From an optimization exercise on the open Yosys and OpenROAD flow, aimed at small area, a short achievable clock period and few clock cycles per item; shortcuts taken in it are not production practice. In this exercise RTL edits were held to simulation tests only and were not proved equivalent to the original.

==> flow/design.v, too long to show whole: its modules and the start of the top module <==
// module booth_multiplier: 2575 lines
module booth_multiplier #(
    parameter N = 32
) (
    input clk,
    input start,
    input signed [N-1:0] multiplicand,
    input signed [N-1:0] multiplier,
    output signed [2*N-1:0] product,
    output reg done
);
  // ...
==> flow/flow/run.sh <==
#!/bin/bash
# Standard layout, except that the delay cells (clkdlybuf*, dlygate*, dlymetal*)
# may not be used after synthesis: the port buffers and repairs then use
# ordinary buffers.  Synthesis is the standard one.
set -e
cp standard.sh standard_sh.txt
bash standard.sh synth > run_synth.log 2>&1
cat >> config.mk <<'CFG'
export DONT_USE_CELLS += sky130_fd_sc_hd__clkdlybuf4s15_1 sky130_fd_sc_hd__clkdlybuf4s15_2 sky130_fd_sc_hd__clkdlybuf4s18_1 sky130_fd_sc_hd__clkdlybuf4s18_2 sky130_fd_sc_hd__clkdlybuf4s25_1 sky130_fd_sc_hd__clkdlybuf4s25_2 sky130_fd_sc_hd__clkdlybuf4s50_1 sky130_fd_sc_hd__clkdlybuf4s50_2 sky130_fd_sc_hd__dlygate4sd1_1 sky130_fd_sc_hd__dlygate4sd2_1 sky130_fd_sc_hd__dlygate4sd3_1 sky130_fd_sc_hd__dlymetal6s2s_1 sky130_fd_sc_hd__dlymetal6s4s_1 sky130_fd_sc_hd__dlymetal6s6s_1
CFG
bash standard.sh finish > run_finish.log 2>&1
==> flow/standard.sh <==
#!/bin/bash
# synth_recipe.tcl (not shown) runs the flow's synth.tcl, then flattens the netlist and writes it again
# the make line also repeats each setting of config.mk as NAME=value (left out here)
make -C /OpenROAD-flow-scripts/flow DESIGN_CONFIG=/design/flow/config.mk WORK_HOME=/design/flow/orfs CLKGATE_MAP_FILE= SYNTH_SCRIPT=/design/flow/synth_recipe.tcl "${@:-finish}"
==> flow/config.mk <==
export PLATFORM = sky130hd
export DESIGN_NAME = booth_multiplier
export DESIGN_NICKNAME = booth_multiplier
export VERILOG_FILES = /design/flow/design.v
export SDC_FILE = /design/flow/constraint.sdc
export NUM_CORES = 4
export LEC_CHECK = 0
export ABC_AREA = 1
export CAP_MARGIN = 20
export CORE_MARGIN = 2
export CORE_UTILIZATION = 60
export SETUP_SLACK_MARGIN = 0.55
export SLEW_MARGIN = 20
export DONT_USE_CELLS += sky130_fd_sc_hd__clkdlybuf4s15_1 sky130_fd_sc_hd__clkdlybuf4s15_2 sky130_fd_sc_hd__clkdlybuf4s18_1 sky130_fd_sc_hd__clkdlybuf4s18_2 sky130_fd_sc_hd__clkdlybuf4s25_1 sky130_fd_sc_hd__clkdlybuf4s25_2 sky130_fd_sc_hd__clkdlybuf4s50_1 sky130_fd_sc_hd__clkdlybuf4s50_2 sky130_fd_sc_hd__dlygate4sd1_1 sky130_fd_sc_hd__dlygate4sd2_1 sky130_fd_sc_hd__dlygate4sd3_1 sky130_fd_sc_hd__dlymetal6s2s_1 sky130_fd_sc_hd__dlymetal6s4s_1 sky130_fd_sc_hd__dlymetal6s6s_1
==> flow/constraint.sdc <==
create_clock -name core_clock -period 4.5 [get_ports {clk}]
set_input_delay 0.9000 -clock core_clock [delete_from_list [all_inputs] [get_ports {clk}]]
set_output_delay 0.9000 -clock core_clock [all_outputs]
set_load 0.01 [all_outputs]
==> key figures, run 1 <==
Synthesis
  • Seq/Total Area, Yosys: between 15 and 20%
  • Largest family of logic cells by synthesized area: adder cells
  • Syn Area/Cell: 8.436 um^2

Cells and area
  • Design Area, Final: 39,080 um^2
  • #MultiIn Comb: between 2k and 3k
  • Commonest non-fill, non-tap cell in the layout: nand2_1
  • Clock buf/inv share: 1.572%
  • Ratio of cells with drive above 1 in the final layout: 30.61%
  • Nets: 4,645
  • Ant diodes: 0
  • FFs & Latches: ~160
  • Biggest regs: acc_s: 63 flops, acc_c: 62 flops, acc_t: 30 flops

Routing
  • Drt wl/cell: 25.85 um
  • Top Layer Used: met5
  • Met1 wire length: between 40,000 and 50,000 um
  • Final WL: 121,400 um
  • DRC Markers: 0
  • Routed vias/inst: 6.280
  • Met3 WL: 17,880 um
  • DRT antenna net count: 0

Min path
  • Hold Startpoint: multiplier[1]

Die
  • Die area: 52,560 um^2
  • Die height: roughly 230 um

Run status
  • Outcome: complete, no violations

Worst setup path
  • CP startpoint kind: input pin
  • Setup crit end: acc_t[30]$_DFFE_PP_
  • Crit-path slowest cell: fa_1
  • Critical path's most frequent cell: fa_1
  • Req. time, crit path: between 4 and 5 ns
  • Crit path max fanout: 5

Global routing
  • Met2 Resource Use GR: around two thirds
  • Vias in the first global route: roughly 29k
  • Most Used Layer, Global Route: met2
  • Grt met1 use: 56.82%

Timing
  • Worst Tran Pin Value: 0.7099 ns
  • Fmax: about 0.24 GHz
  • Hold Worst Slack: 1.063 ns

Clock tree
  • Clk buf depth: 2
  • Resize count post-CTS: 251

Placement
  • Placed cell count: 4,569
Testbench counts, summed over its fixed seeds: cycles 2,400, items 2,400.
==> inputs of run 2 (changes only) <==
--- a/flow/config.mk
+++ b/flow/config.mk
@@ -9,6 +9,6 @@
 export CAP_MARGIN = 20
 export CORE_MARGIN = 2
 export CORE_UTILIZATION = 60
-export SETUP_SLACK_MARGIN = 0.55
+export SETUP_SLACK_MARGIN = 0.4
 export SLEW_MARGIN = 20
 export DONT_USE_CELLS += sky130_fd_sc_hd__clkdlybuf4s15_1 sky130_fd_sc_hd__clkdlybuf4s15_2 sky130_fd_sc_hd__clkdlybuf4s18_1 sky130_fd_sc_hd__clkdlybuf4s18_2 sky130_fd_sc_hd__clkdlybuf4s25_1 sky130_fd_sc_hd__clkdlybuf4s25_2 sky130_fd_sc_hd__clkdlybuf4s50_1 sky130_fd_sc_hd__clkdlybuf4s50_2 sky130_fd_sc_hd__dlygate4sd1_1 sky130_fd_sc_hd__dlygate4sd2_1 sky130_fd_sc_hd__dlygate4sd3_1 sky130_fd_sc_hd__dlymetal6s2s_1 sky130_fd_sc_hd__dlymetal6s4s_1 sky130_fd_sc_hd__dlymetal6s6s_1
==> key figures, run 2 <==
Run status
  • Outcome: complete, no violations (unchanged)

Routing
  • Drt pass-1 iters: 8 (was 6)
  • DRC Markers: 0 (unchanged)
  • Via Count: 28.97k (was 29.50k)
  • Initial drt markers: 3,761 (was 4,178)
  • DRT antenna net count: 0 (unchanged)
  • Routed vias/inst: 6.193 (was 6.280)
  • Final WL: 117,900 um (was 121,400 um)
  • Drt wl/cell: 25.19 um (was 25.85 um)

Timing
  • Fmax: 0.2390 GHz (was 0.2403 GHz)
  • Worst Tran Pin Value: 0.9271 ns (was 0.7099 ns)
  • RSZ-0062 raised after global routing: true (unchanged)
  • Hold Vio Cnt, Final: 0 (unchanged)
  • Tmin final: 4.184 ns (was 4.162 ns)
  • Final period utilization: 92.98% (was 92.49%)
  • Slew Limit Fails: 0 (unchanged)
  • Final setup violation count: 0 (unchanged)
  • Slew HR: 38.20% (was 52.17%)

Min path
  • Worst hold stages: 4 (was 2)
  • Worst hold path type: in2reg (unchanged)

Worst setup path
  • Crit path largest cell delay: 0.46 ns (was 0.53 ns)
  • CP endpoint kind: flip-flop (unchanged)
  • Crit-path slowest cell: fa_1 (unchanged)
  • Critical path class: in2reg (unchanged)
  • CP startpoint kind: input pin (unchanged)
  • CP cell instances: clkbuf_2 -> buf_1 -> nand2_2 -> nand2_2 -> o21ai_4 -> buf_4 -> buf_6 -> o22ai_1 -> xor2_1 -> fa_2 -> fa_1 -> fa_2 -> fa_1 -> inv_1 -> fa_1 (was buf_1 -> buf_6 -> inv_2 -> nand2_2 -> o21ai_4 -> buf_6 -> buf_1 -> o22ai_2 -> xor2_1 -> fa_1 -> fa_2 -> fa_1 -> fa_1 -> inv_1 -> fa_2)
  • Crit path max fanout: 9 (was 5)
  • Critical path's most frequent cell: fa_1 (unchanged)
  • Req. time, crit path: 4.69 ns (was 4.70 ns)
  • Crit path arrival time: 4.37 ns (about the same)

Placement
  • I/O Buffers: 129 (unchanged)
  • Post-DP Area: 33,750 um^2 (was 33,910 um^2)
  • Detailed Place HPWL: 90,520 um (was 89,870 um)
  • Final GP Congestion: 1.071 (was 1.054)

Clock tree
  • Clock edge transition at the registers on the reported setup and hold paths: 0.07 ns (about the same)
  • TritonCTS Sinks: 155 (unchanged)
  • H-tree levels: 4 (unchanged)
  • Root Buffer: clkbuf_16 (unchanged)
  • Clk buf depth: 2 (unchanged)
  • Number of buffers created by CTS: 17 (unchanged)
  • CTS tree: yes (unchanged)

Die
  • Ports: 131 (unchanged)
  • Die height: 229.3 um (unchanged)
  • Area of the core: 50,170 um^2 (unchanged)
  • Die W: 229.3 um (unchanged)
  • Die area: 52,560 um^2 (unchanged)
  • Starting Density: 60.69% (unchanged)
  • Core Rows: 82 (unchanged)

Synthesis
  • Syn Nets: 4,242 (unchanged)
  • Number of synthesized flops with an enable pin: 155 (unchanged)
  • Mapped Area: 30,450 um^2 (unchanged)
  • Most common cell in the netlist: nand2_1 (unchanged)
  • Seq/Total Area, Yosys: 15.29% (unchanged)
  • Yosys top cell area share: 27.62% (unchanged)
  • Post-synth ARST share: 0% (unchanged)
  • Gate Count Post-Synth: 3,609 (unchanged)
  • Synth Register Bits: 155 (unchanged)
  • Post-synth top cells: 651 x nand2_1, 586 x inv_1, 536 x xor2_1 (unchanged)
  • Distinct cells, synth: 35 (unchanged)
  • Cell taking the most area after synthesis: fa_1 (unchanged)
  • Commonest register cell after synthesis: edfxtp_1 (unchanged)
  • Syn Area/Cell: 8.436 um^2 (unchanged)
  • Area contributors post-synth: fa_1 28%, xor2_1 15%, edfxtp_1 15% (unchanged)
  • Synth Warn #: 1 (unchanged)

Global routing
  • Gr ovfl total: 0 (unchanged)
  • Initial antenna violation count: 0 (was 5)
  • Gr usage total: 43.37% (was 43.67%)
  • Largest net degree at the start of global routing: 53 (was 70)
  • Vias in the first global route: 28.56k (was 28.60k)
  • First-pass GRT wire length: 170,800 um (was 172,000 um)

Cells and area
  • Design Area, Final: 36,560 um^2 (was 39,080 um^2)
  • Final Core Density: 72.87% (was 77.89%)
  • Max FFs per register: 63 (unchanged)
  • Area delta synth->final: 20.08% (was 28.34%)
  • Biggest regs: acc_s: 63 flops, acc_c: 62 flops, acc_t: 30 flops (unchanged)
  • Commonest non-fill, non-tap cell in the layout: nand2_1 (unchanged)
  • Commonest non-fill, non-tap cells in the layout: 611 x nand2_1, 575 x inv_1, 508 x xor2_1, 423 x o22ai_1, 291 x fa_1 (was 569 x nand2_1, 550 x inv_1, 454 x xor2_1, 334 x o22ai_1, 212 x fa_1)
  • Nets: 4,625 (was 4,645)
  • Ratio of cells with drive above 1 in the final layout: 21.07% (was 30.61%)
  • Largest Register: acc_s (unchanged)

Flow run
  • MaxCap Viol Count: 0 (unchanged)
## run 2: cell counts after synthesis
No cell type changed its count.
## run 2: final timing paths
kind,start,to
setup / recovery,multiplier[15],acc_t[30]$_DFFE_PP_
hold / removal,multiplier[0],acc_c[0]$_DFFE_PP_
## run 2: kinds of logic (layout without fill, tap and decap cells)
logic type,Yosys count,after routing,share of synthesized area (%)
flip-flops,155,155,15.29
other,1,2,0.01232
XOR/XNOR,539,539,15.51
buffers and inverters,852,1248,11.30
AND/OR/NAND/NOR,912,912,12.25
AO/OA/AOI/OAI,583,583,11.98
adder cells (fa/ha/maj),567,567,33.66
## run 2: critical path: cells and delay by family
family,cells,cell delay (ns)
adder cells (fa/ha/maj),5,2.03
AO/OA/AOI/OAI,2,0.23
buffers and inverters,5,0.64
AND/OR/NAND/NOR,2,0.20
XOR/XNOR,1,0.38
## run 2: area by class of cell
class                   instances  area (um^2)
inverters                     604         2282
well taps                     672        840.8
diodes                          1        2.502
multi-input cells            2602        24180
clock inverters                15        175.2
flip-flops and latches        155         4654
clock buffers                  17        425.4
repair buffers                612         3996
fillers                      3768        13610
## run 2: per-layer routing
metal	GRT usage (%)	wire length (um)
met3	13.36	15910
met5	0	0
met2	66.73	51240
met4	20.17	7641
met1	56.20	43070
## run 2: what timing repair did
item                       CTS  global route
cloned                       0             5
hold endpoints to repair     0             0
buffers inserted             7            40
pin swaps                   16           105
hold buffers                 0             0
resized for setup           65           400
setup endpoints to repair   57           103
## run 2: per-stage QoR
| step | hold slack [ns] | setup slack [ns] | setup TNS (ns) | std cells |
|---|---|---|---|---|
| 3_5_place_dp | 1.478 | -0.2782 | -6.852 | 4593 |
| 4_1_cts | 1.024 | 0.3133 | 0 | 4632 |
| 5_1_grt | 1.039 | 0.2639 | 0 | 4677 |
| 6_report | 1.047 | 0.3158 | 0 | 4678 |
| 2_1_floorplan | 0.9989 | 0.1885 | 0 | 3609 |
| 3_3_place_gp | 1.458 | -0.1795 | -3.773 | 4593 |

-- afterwards: timing with drivers on the ports --
Ports are ideal in the flow. The routed layouts listed here were re-timed in OpenROAD.
Step 1: set_driving_cell puts a clkbuf_16 on clk and a buf_2 on each other input, an assumption about the parent block.
Step 2 moves the port delays by t, midway between the first and last clock arrival at a register: inputs arrive t later, outputs are due t later. That takes back most of the time a late clock gives input paths.
a / b / c = no drivers / after step 1 / after step 2; a / b = the first two.
run	shift t [ns]	setup WS [ns]	worst register clock-pin slew, ns
run 1	0.526	0.338 / 0.345 / -0.180	0.08 / 0.08
run 2	0.521	0.316 / 0.325 / -0.196	0.09 / 0.09
With both steps, setup timing fails in run 1 and run 2, where it was met with ideal ports. For run 1, which loses most, drivers alone change the setup slack by +0.007 ns; drivers and shift together by -0.518 ns.
